This is an optimization exercise on Yosys and OpenROAD, whose aim is small area, not a production implementation.
Only simulation tests tie the RTL to the original design; equivalence was not proved.
The clock input has no modelled driver; a real chip could not lean on it and would need a root buffer or a full tree.
Power figures rest on the tool's default switching activity, not on a simulated workload.

## MAIN
module MAIN(
    input c,
    input d,
    input e,
    input clk,
    input rst,
    output [3:0] data,
    output [7:0] ledsx,
    output [7:0] ledsy
);
==> module MAIN, before the edit <==
module MAIN(
    input c,
    input d,
    input e,
    input clk,
    input rst,
    output [3:0] data,
    output [7:0] ledsx,
    output [7:0] ledsy
);
    wire [4:0] t32;
    wire       end37, end665, end15625, end1493;
    CLK_DIV2 m32(.clk(clk), .rst(rst), .q(t32));
    CLK_DIV #(.N(6),  .TAPS(6'h21),     .START(6'h3E),     .DMASK(6'h07),     .DVAL(6'h07))
        m37   (.clk(clk), .rst(rst), .term(end37));
    CLK_DIV #(.N(10), .TAPS(10'h204),   .START(10'h338),   .DMASK(10'h137),   .DVAL(10'h136))
        m665  (.clk(clk), .rst(rst), .term(end665));
    CLK_DIV #(.N(14), .TAPS(14'h2205),  .START(14'h07CD),  .DMASK(14'h0FFF),  .DVAL(14'h03E7))
        m15625(.clk(clk), .rst(rst), .term(end15625));
    CLK_DIV #(.N(11), .TAPS(11'h401),   .START(11'h0AA),   .DMASK(11'h0FF),   .DVAL(11'h0FF))
        m1493 (.clk(clk), .rst(rst), .term(end1493));
    wire t31 = &t32;
    reg fc, fd, fe, s;
    always @(posedge clk)
        if (rst) begin
            fc <= 1'b0; fd <= 1'b0; fe <= 1'b0; s <= 1'b0;
        end else begin
            fc <= fc ^ end1493;
            fd <= fd ^ (t32[0] & end665);
            fe <= fe ^ (t31 & end37);
            s  <= s  ^ (t31 & end15625);
        end
    wire t  = c ? fc : d ? fd : e ? fe : 1'b0;
    wire t2 = (c | d | e) & s;
    reg tq, t2q;
    always @(posedge clk)
        if (rst) begin
            tq <= 1'b0; t2q <= 1'b0;
        end else begin
            tq <= t; t2q <= t2;
        end
    wire rise  = t & ~tq;
    wire rise2 = t2 & ~t2q;
    reg [4:0] address, address2;
    always @(posedge clk)
        if (rst) begin
            address <= 5'h0; address2 <= 5'h0;
        end else begin
            if (rise)  address  <= address + 5'h1;
            if (rise2) address2 <= address2 + 5'h1;
        end
    ROM vrom(.address(address), .data(data));
    wire [3:0] code;
    LEDROM vrom2(.address(address2), .code(code));
    reg z, posi;
    reg [2:0] k;
    always @(posedge clk)
        if (rst) begin
            z <= 1'b1; posi <= 1'b0; k <= 3'b000;
        end else if (rise) begin
            if (code[3]) begin
                if (posi) z <= 1'b1;
            end else begin
                z <= 1'b0;
                k <= code[2:0];
                if (&code[2:0]) posi <= ~posi;
            end
        end
    wire       m = posi ^ (&k);
    wire [2:0] j = k ^ {3{m}};
    genvar i;
    generate
        for (i = 0; i < 8; i = i + 1) begin : g
            assign ledsx[7-i] = ~z & (k >= i);
            assign ledsy[i]   = ~z & (j != i);
        end
    endgenerate
endmodule
Settings: LEC_CHECK=0, CAP_MARGIN=20, CORE_MARGIN=2, CORE_UTILIZATION=40, SLEW_MARGIN=20; clock period 5.0 ns.
standard.sh (not shown) runs the stock make flow with config.mk's settings and CLKGATE_MAP_FILE= SYNTH_SCRIPT=/design/flow/synth_recipe.tcl, a recipe that flattens the netlist after the stock synthesis.
==> flow/flow/run.sh <==
#!/bin/bash
# Standard synthesis, then an area-oriented remap of the combinational
# logic (registers untouched, proven equivalent), then the standard layout
# with small port buffers and a hand-built clock buffer level.
set -euo pipefail
HERE=$(pwd)
LIB=$FLOW_HOME/platforms/$FLOW_PLATFORM/lib/sky130_fd_sc_hd__tt_025C_1v80.lib
RES=$HERE/orfs/results/$FLOW_PLATFORM/MAIN/base

bash standard.sh synth > make_synth.log 2>&1
cp $RES/1_2_yosys.v $HERE/std_synth.v

DU=$(sed 's/^/-dont_use /' flow/dont_use.txt | tr '\n' ' ')
best=$HERE/std_synth.v
best_area=1e9
for s in a b; do
  cat > reopt_$s.ys <<EOS
read_liberty -ignore_miss_func $LIB
setattr -mod -set keep_hierarchy 1 sky130_fd_sc_hd__dfxtp_1 sky130_fd_sc_hd__edfxtp_1
read_verilog $HERE/std_synth.v
hierarchy -top $FLOW_TOP
flatten
opt -purge
abc -liberty $LIB $DU -script $HERE/flow/reopt_$s.abc
opt_clean -purge
setundef -zero
hilomap -singleton -hicell sky130_fd_sc_hd__conb_1 HI -locell sky130_fd_sc_hd__conb_1 LO
insbuf -buf sky130_fd_sc_hd__buf_1 A X
splitnets
opt_clean -purge
tee -o $HERE/reopt_${s}_stat.txt stat -liberty $LIB
select $FLOW_TOP
write_verilog -noattr -nohex -nodec -selected $HERE/reopt_$s.v
EOS
  yosys -l reopt_${s}_yosys.log -s reopt_$s.ys > /dev/null 2>&1 || continue
  cat > equiv_$s.ys <<EOS
read_liberty -ignore_miss_func $LIB
read_verilog $HERE/std_synth.v
rename $FLOW_TOP gold
read_verilog $HERE/reopt_$s.v
rename $FLOW_TOP gate
flatten
opt_clean -purge
rename -hide w:_*
rename -hide w:\\\\_*
async2sync
equiv_make gold gate eq
hierarchy -top eq
equiv_simple -seq 2
equiv_induct -seq 2
equiv_status -assert
EOS
  if yosys -l equiv_${s}_yosys.log -s equiv_$s.ys > /dev/null 2>&1; then
    a=$(grep "Chip area for module '.$FLOW_TOP'" reopt_${s}_stat.txt | awk '{print $NF}')
    echo "remap $s: area $a, proven equivalent" >> reopt_choice.log
    if awk "BEGIN{exit !($a < $best_area)}"; then best=$HERE/reopt_$s.v; best_area=$a; fi
  else
    echo "remap $s: equivalence not proven, not used" >> reopt_choice.log
  fi
done
echo "using $best" >> reopt_choice.log
cp $best $RES/1_2_yosys.v
rm -f $RES/1_synth.odb $RES/1_synth.sdc

export BUFFER_PORTS_ARGS="-buffer_cell sky130_fd_sc_hd__buf_1"
export PRE_CTS_TCL=$HERE/flow/manual_cts.tcl
export MANUAL_CTS_BUF=sky130_fd_sc_hd__clkbuf_16
export MANUAL_CTS_N=2
bash standard.sh > make_layout.log 2>&1
Other scripts of this flow, unchanged in this note and not shown: flow/flow/dont_use.txt, flow/flow/manual_cts.tcl, flow/flow/reopt_a.abc, flow/flow/reopt_b.abc
Edit:
--- a/flow/design.v
+++ b/flow/design.v
@@ -95,13 +95,13 @@
     wire [3:0] code;
     LEDROM vrom2(.address(address2), .code(code));
     reg z, posi;
     reg [2:0] k;
     always @(posedge clk)
         if (rst) begin
-            z <= 1'b1; posi <= 1'b0; k <= 3'b000;
+            z <= 1'b1; posi <= 1'b0;
         end else if (rise) begin
             if (code[3]) begin
                 if (posi) z <= 1'b1;
             end else begin
                 z <= 1'b0;
                 k <= code[2:0];
Worst hold slack stays flat.
Register-to-register slack improves by 0.13 ns.
Clock skew goes down by 0.0074 ns.
Sequential power hardly moves.
Utilization rose by 0.22 points.
Area after synthesis climbs slightly.
Final cell count barely changes.
Setup slack gets worse by 0.12 ns.
Critical path depth rises by 1.
Maximum frequency decreases by a few percent.
Total power shrinks by a few percent.
No run of this note takes its clock network from TritonCTS; it comes from the design's own scripts or RTL.

[port drivers added, routing unchanged]
In the flow no input, the clock included, has a driving cell. The finished layouts below were timed again as built, in two steps. Step 1: set_driving_cell puts a clkbuf_16 on clk and a buf_2 on each other input, an assumption about the parent block. Step 2 also shifts input and output timing later by t, the mid clock arrival at the registers, as if the neighbouring blocks saw the same clock. a / b / c = ideal ports / drivers / drivers and shift; a / b = the first two.
| run | t, ns | setup WS [ns] | latest minus earliest clock arrival (ns) | worst slew at a driven data input, ns | cell pins on the clock port's net |
|---|---|---|---|---|---|
| the first run | 0.218 | 2.453 / 2.433 / 2.258 | 0.012 / 0.012 | 0.04 | 2 |
| the second run | 0.214 | 2.331 / 2.285 / 2.490 | 0.005 / 0.005 | 0.03 | 2 |
After both steps every run listed still meets setup and hold. The setup slack of the first run, which loses most, moves by -0.020 ns with the drivers and by -0.195 ns with both steps.
